This is an optimization exercise on Yosys and OpenROAD, whose aim is small area, not a production implementation. The RTL was checked by simulation tests, not by an equivalence proof against the original design. Power is estimated from default activity; no workload was simulated.

==> inputs of willow <==
## FFT_8point_16bit
module FFT_8point_16bit(
    input [15:0] x0,x1,x2,x3,x4,x5,x6,x7,
    input en,clk,rst,
    output [15:0] r7,r6,r5,r4,r3,r2,r1,r0,i7,i6,i5,i4,i3,i2,i1,i0);
==> flow/config.mk <==
export PLATFORM = sky130hd
export DESIGN_NAME = FFT_8point_16bit
export DESIGN_NICKNAME = FFT_8point_16bit
export VERILOG_FILES = /design/flow/design.v
export SDC_FILE = /design/flow/constraint.sdc
export NUM_CORES = 4
export LEC_CHECK = 0
export CAP_MARGIN = 20
export CORE_MARGIN = 2
export CORE_UTILIZATION = 80
export SLEW_MARGIN = 20
export SYNTH_HIERARCHICAL = 1
==> flow/constraint.sdc <==
create_clock -name core_clock -period 8.5 [get_ports {clk}]
set_input_delay 1.7000 -clock core_clock [delete_from_list [all_inputs] [get_ports {clk}]]
set_output_delay 1.7000 -clock core_clock [all_outputs]
set_load 0.01 [all_outputs]
standard.sh (not shown) runs the stock make flow with config.mk's settings and CLKGATE_MAP_FILE= SYNTH_SCRIPT=/design/flow/synth_recipe.tcl, a recipe that flattens the netlist after the stock synthesis.
==> flow/flow/run.sh <==
#!/bin/bash
# The standard layout (standard.sh, all ORFS steps), with three changes:
# the port buffers use the smallest buffer cell, and CTS inserts no dummy loads, and one tie cell drives all constant outputs.
set -o pipefail
export BUFFER_PORTS_ARGS="-buffer_cell sky130_fd_sc_hd__buf_1"
export SKIP_REPAIR_TIE_FANOUT=1
export CTS_ARGS="-sink_clustering_enable -repair_clock_nets -buf_list sky130_fd_sc_hd__clkbuf_8 -sink_clustering_size 20 -sink_clustering_max_diameter 50 -dont_use_dummy_load"
bash standard.sh > standard.log 2>&1
==> sierra (differences from willow) <==
GPL_TIMING_DRIVEN = 0   (was not set)
==> violet (differences from willow) <==
--- a/flow/design.v
+++ b/flow/design.v
@@ -536,15 +536,15 @@
   wire n_246;
   wire n_247;
   full_adder f247(x7[14], ~x3[14], n_245, n_246, n_247);
   wire n_248;
   assign n_248 = x7[15] ^ ~x3[15] ^ n_247;
   wire n_249;
   wire n_250;
-  assign n_250 = n_1 & n_63;
+  half_adder h250(n_1, n_63, n_249, n_250);
   wire n_251;
   wire n_252;
   full_adder f252(n_3, n_65, n_250, n_251, n_252);
   wire n_253;
   wire n_254;
   full_adder f254(n_5, n_67, n_252, n_253, n_254);
   wire n_255;
@@ -582,19 +582,20 @@
   full_adder f276(n_27, n_89, n_274, n_275, n_276);
   wire n_277;
   wire n_278;
   full_adder f278(n_29, n_91, n_276, n_277, n_278);
   wire n_279;
   assign n_279 = n_31 ^ n_93 ^ n_278;
   wire n_280;
+  assign n_280 = n_1 ^ ~n_63;
   wire n_281;
   assign n_281 = ~n_1 & n_63;
   wire n_282;
   wire n_283;
-  assign n_283 = (n_3 & ~n_65) | (n_3 & ~n_281) | (~n_65 & ~n_281);
+  full_adder f283(n_3, ~n_65, ~n_281, n_282, n_283);
   wire n_284;
   wire n_285;
   full_adder f285(n_5, ~n_67, n_283, n_284, n_285);
   wire n_286;
   wire n_287;
   full_adder f287(n_7, ~n_69, n_285, n_286, n_287);
   wire n_288;
@@ -676,19 +677,20 @@
   full_adder f338(n_151, n_213, n_336, n_337, n_338);
   wire n_339;
   wire n_340;
   full_adder f340(n_153, n_215, n_338, n_339, n_340);
   wire n_341;
   assign n_341 = n_155 ^ n_217 ^ n_340;
   wire n_342;
+  assign n_342 = n_187 ^ ~n_125;
   wire n_343;
   assign n_343 = ~n_187 & n_125;
   wire n_344;
   wire n_345;
-  assign n_345 = (n_189 & ~n_127) | (n_189 & ~n_343) | (~n_127 & ~n_343);
+  full_adder f345(n_189, ~n_127, ~n_343, n_344, n_345);
   wire n_346;
   wire n_347;
   full_adder f347(n_191, ~n_129, n_345, n_346, n_347);
   wire n_348;
   wire n_349;
   full_adder f349(n_193, ~n_131, n_347, n_348, n_349);
   wire n_350;
@@ -723,14 +725,15 @@
   full_adder f369(n_213, ~n_151, n_367, n_368, n_369);
   wire n_370;
   wire n_371;
   full_adder f371(n_215, ~n_153, n_369, n_370, n_371);
   wire n_372;
   assign n_372 = n_217 ^ ~n_155 ^ n_371;
   wire n_373;
+  assign n_373 = ~n_218 ^ ~n_156;
   wire n_374;
   assign n_374 = ~n_218 & ~n_156;
   wire n_375;
   wire n_376;
   full_adder f376(n_220, n_158, n_374, n_375, n_376);
   wire n_377;
   wire n_378;
@@ -770,14 +773,15 @@
   full_adder f400(n_244, n_182, n_398, n_399, n_400);
   wire n_401;
   wire n_402;
   full_adder f402(n_246, n_184, n_400, n_401, n_402);
   wire n_403;
   assign n_403 = n_248 ^ n_186 ^ n_402;
   wire n_404;
+  assign n_404 = ~n_218 ^ n_156;
   wire n_405;
   assign n_405 = n_218 & ~n_156;
   wire n_406;
   wire n_407;
   full_adder f407(n_220, ~n_158, ~n_405, n_406, n_407);
   wire n_408;
   wire n_409;
@@ -942,15 +946,15 @@
   assign d1[118] = n_430;
   assign d1[119] = n_432;
   assign d1[120] = n_434;
   wire n_435;
   assign n_435 = q1[59] ^ q1[75];
   wire n_436;
   wire n_437;
-  assign n_437 = n_435 & q1[29];
+  half_adder h437(n_435, q1[29], n_436, n_437);
   wire n_438;
   wire n_439;
   full_adder f439(q1[0], q1[30], n_437, n_438, n_439);
   wire n_440;
   wire n_441;
   full_adder f441(q1[1], q1[31], n_439, n_440, n_441);
   wire n_442;
@@ -988,19 +992,20 @@
   full_adder f463(q1[12], q1[42], n_461, n_462, n_463);
   wire n_464;
   wire n_465;
   full_adder f465(q1[13], q1[43], n_463, n_464, n_465);
   wire n_466;
   assign n_466 = q1[14] ^ q1[44] ^ n_465;
   wire n_467;
+  assign n_467 = n_435 ^ ~q1[29];
   wire n_468;
   assign n_468 = ~n_435 & q1[29];
   wire n_469;
   wire n_470;
-  assign n_470 = (q1[0] & ~q1[30]) | (q1[0] & ~n_468) | (~q1[30] & ~n_468);
+  full_adder f470(q1[0], ~q1[30], ~n_468, n_469, n_470);
   wire n_471;
   wire n_472;
   full_adder f472(q1[1], ~q1[31], n_470, n_471, n_472);
   wire n_473;
   wire n_474;
   full_adder f474(q1[2], ~q1[32], n_472, n_473, n_474);
   wire n_475;
@@ -1708,14 +1713,15 @@
   full_adder f759(q6[71], q6[103], n_757, n_758, n_759);
   wire n_760;
   wire n_761;
   full_adder f761(q6[72], q6[104], n_759, n_760, n_761);
   wire n_762;
   assign n_762 = q6[73] ^ q6[105] ^ n_761;
   wire n_763;
+  assign n_763 = q6[58] ^ ~q6[90];
   wire n_764;
   assign n_764 = ~q6[58] & q6[90];
   wire n_765;
   wire n_766;
   full_adder f766(q6[59], ~q6[91], ~n_764, n_765, n_766);
   wire n_767;
   wire n_768;
@@ -1802,14 +1808,15 @@
   full_adder f821(q6[87], q6[119], n_819, n_820, n_821);
   wire n_822;
   wire n_823;
   full_adder f823(q6[88], q6[120], n_821, n_822, n_823);
   wire n_824;
   assign n_824 = q6[89] ^ q6[121] ^ n_823;
   wire n_825;
+  assign n_825 = q6[74] ^ ~q6[106];
   wire n_826;
   assign n_826 = ~q6[74] & q6[106];
   wire n_827;
   wire n_828;
   full_adder f828(q6[75], ~q6[107], ~n_826, n_827, n_828);
   wire n_829;
   wire n_830;
@@ -2375,69 +2382,69 @@
   wire n_1063;
   assign n_1063 = ~q7[87] ^ n_1062;
   wire n_1064;
   assign n_1064 = ~q7[87] & n_1062;
   wire n_1065;
   assign n_1065 = ~q7[88] ^ n_998 ^ n_1064;
   wire n_1066;
-  assign n_1066 = q7[92] ^ ~q7[123];
+  assign n_1066 = ~q7[92] ^ q7[123];
   wire n_1067;
   assign n_1067 = q7[92] & ~q7[123];
   wire n_1068;
   wire n_1069;
-  full_adder f1069(q7[108], ~n_1002, n_1067, n_1068, n_1069);
+  full_adder f1069(~q7[108], n_1002, ~n_1067, n_1068, n_1069);
   wire n_1070;
   wire n_1071;
-  full_adder f1071(q7[109], ~n_1003, n_1069, n_1070, n_1071);
+  full_adder f1071(~q7[109], n_1003, n_1069, n_1070, n_1071);
   wire n_1072;
-  assign n_1072 = q7[110] ^ n_1071;
+  assign n_1072 = ~q7[110] ^ n_1071;
   wire n_1073;
-  assign n_1073 = ~q7[110] & ~n_1071;
+  assign n_1073 = ~q7[110] & n_1071;
   wire n_1074;
-  assign n_1074 = q7[111] ^ ~n_1073;
+  assign n_1074 = ~q7[111] ^ n_1073;
   wire n_1075;
   assign n_1075 = ~q7[111] & n_1073;
   wire n_1076;
-  assign n_1076 = q7[112] ^ ~n_1075;
+  assign n_1076 = ~q7[112] ^ n_1075;
   wire n_1077;
   assign n_1077 = ~q7[112] & n_1075;
   wire n_1078;
-  assign n_1078 = q7[113] ^ ~n_1077;
+  assign n_1078 = ~q7[113] ^ n_1077;
   wire n_1079;
   assign n_1079 = ~q7[113] & n_1077;
   wire n_1080;
-  assign n_1080 = q7[114] ^ ~n_1079;
+  assign n_1080 = ~q7[114] ^ n_1079;
   wire n_1081;
   assign n_1081 = ~q7[114] & n_1079;
   wire n_1082;
   wire n_1083;
-  full_adder f1083(q7[115], ~n_1001, ~n_1081, n_1082, n_1083);
+  full_adder f1083(~q7[115], n_1001, n_1081, n_1082, n_1083);
   wire n_1084;
-  assign n_1084 = q7[116] ^ n_1083;
+  assign n_1084 = ~q7[116] ^ n_1083;
   wire n_1085;
-  assign n_1085 = ~q7[116] & ~n_1083;
+  assign n_1085 = ~q7[116] & n_1083;
   wire n_1086;
   wire n_1087;
-  full_adder f1087(q7[117], ~n_1001, ~n_1085, n_1086, n_1087);
+  full_adder f1087(~q7[117], n_1001, n_1085, n_1086, n_1087);
   wire n_1088;
-  assign n_1088 = q7[118] ^ n_1087;
+  assign n_1088 = ~q7[118] ^ n_1087;
   wire n_1089;
-  assign n_1089 = ~q7[118] & ~n_1087;
+  assign n_1089 = ~q7[118] & n_1087;
   wire n_1090;
   wire n_1091;
-  full_adder f1091(q7[119], ~n_1001, ~n_1089, n_1090, n_1091);
+  full_adder f1091(~q7[119], n_1001, n_1089, n_1090, n_1091);
   wire n_1092;
   wire n_1093;
-  full_adder f1093(q7[120], ~n_1001, n_1091, n_1092, n_1093);
+  full_adder f1093(~q7[120], n_1001, n_1091, n_1092, n_1093);
   wire n_1094;
-  assign n_1094 = q7[121] ^ n_1093;
+  assign n_1094 = ~q7[121] ^ n_1093;
   wire n_1095;
-  assign n_1095 = ~q7[121] & ~n_1093;
+  assign n_1095 = ~q7[121] & n_1093;
   wire n_1096;
-  assign n_1096 = q7[122] ^ ~n_1001 ^ ~n_1095;
+  assign n_1096 = ~q7[122] ^ n_1001 ^ n_1095;
   wire n_1097;
   wire n_1098;
   half_adder h1098(q7[92], q7[123], n_1097, n_1098);
   wire n_1099;
   wire n_1100;
   full_adder f1100(q7[93], n_1002, n_1098, n_1099, n_1100);
   wire n_1101;
@@ -2770,29 +2777,29 @@
   assign i2[10] = q7[52];
   assign i2[11] = q7[53];
   assign i2[12] = q7[54];
   assign i2[13] = q7[55];
   assign i2[14] = q7[56];
   assign i2[15] = q7[57];
   assign i3[0] = ~n_1066;
-  assign i3[1] = ~n_1068;
-  assign i3[2] = ~n_1070;
+  assign i3[1] = n_1068;
+  assign i3[2] = n_1070;
   assign i3[3] = n_1072;
   assign i3[4] = n_1074;
   assign i3[5] = n_1076;
   assign i3[6] = n_1078;
   assign i3[7] = n_1080;
-  assign i3[8] = ~n_1082;
+  assign i3[8] = n_1082;
   assign i3[9] = n_1084;
-  assign i3[10] = ~n_1086;
+  assign i3[10] = n_1086;
   assign i3[11] = n_1088;
-  assign i3[12] = ~n_1090;
-  assign i3[13] = ~n_1092;
+  assign i3[12] = n_1090;
+  assign i3[13] = n_1092;
   assign i3[14] = n_1094;
-  assign i3[15] = ~n_1096;
+  assign i3[15] = n_1096;
   assign i4[0] = 1'b0;
   assign i4[1] = 1'b0;
   assign i4[2] = 1'b0;
   assign i4[3] = 1'b0;
   assign i4[4] = 1'b0;
   assign i4[5] = 1'b0;
   assign i4[6] = 1'b0;
==> flow/flow/run.sh (replaced) <==
#!/bin/bash
# The standard layout (standard.sh, all ORFS steps), with two changes:
# the port buffers use the smallest buffer cell, and CTS inserts no dummy loads.
set -o pipefail
export BUFFER_PORTS_ARGS="-buffer_cell sky130_fd_sc_hd__buf_1"
export CTS_ARGS="-sink_clustering_enable -repair_clock_nets -buf_list sky130_fd_sc_hd__clkbuf_8 -sink_clustering_size 16 -sink_clustering_max_diameter 50 -dont_use_dummy_load"
bash standard.sh > standard.log 2>&1
CORE_UTILIZATION = 40   (was 80)
CTS_BUF_LIST = sky130_fd_sc_hd__clkbuf_8   (was not set)
CTS_CLUSTER_DIAMETER = 50   (was not set)
CTS_CLUSTER_SIZE = 16   (was not set)
==> summary of the runs <==
The lowest non-clock buffer count belongs to willow, the highest to sierra. Register-to-register slack, lowest first: violet, willow, sierra. The highest routed wire length belongs to sierra, the lowest to willow. Against violet, the via count of sierra is larger by 11%. Power: violet > sierra > willow. Synthesized cell count is the same in sierra and willow. Flip-flop and latch count is the same in sierra and violet. willow ran to the end with no violations. violet passed the timing, design-rule and antenna checks. sierra finished clean. Area after synthesis is the same in willow and sierra.

==> re-timing with driven ports <==
The flow's constraints put no driver on any port. The routed layouts listed below were extracted and timed again, unchanged, in two steps.
Step 1 sets driving cells, clkbuf_16 on the clock port and buf_2 on the other inputs (assumed; they add their load-dependent delay and slew).
Step 2 also shifts input and output timing later by t, the mid clock arrival at the registers, as if the neighbouring blocks saw the same clock.
a / b / c = ideal ports / drivers / drivers and shift; a / b = the first two.
run | shift t [ns] | slack for setup (ns) | latest minus earliest clock arrival (ns) | worst register clock-pin slew, ns | pins driven straight from the clock port
willow | 0.645 | 0.627 / 0.658 / 0.013 | 0.067 / 0.066 | 0.12 / 0.12 | 1
sierra | 0.665 | 0.188 / 0.172 / -0.494 | 0.054 / 0.053 | 0.12 / 0.12 | 1
violet | 0.698 | 0.620 / 0.655 / -0.043 | 0.104 / 0.104 | 0.10 / 0.10 | 1
With both steps, setup timing fails in sierra and violet, where it was met with ideal ports. The setup slack of sierra, which loses most, moves by -0.016 ns with the drivers and by -0.682 ns with both steps.
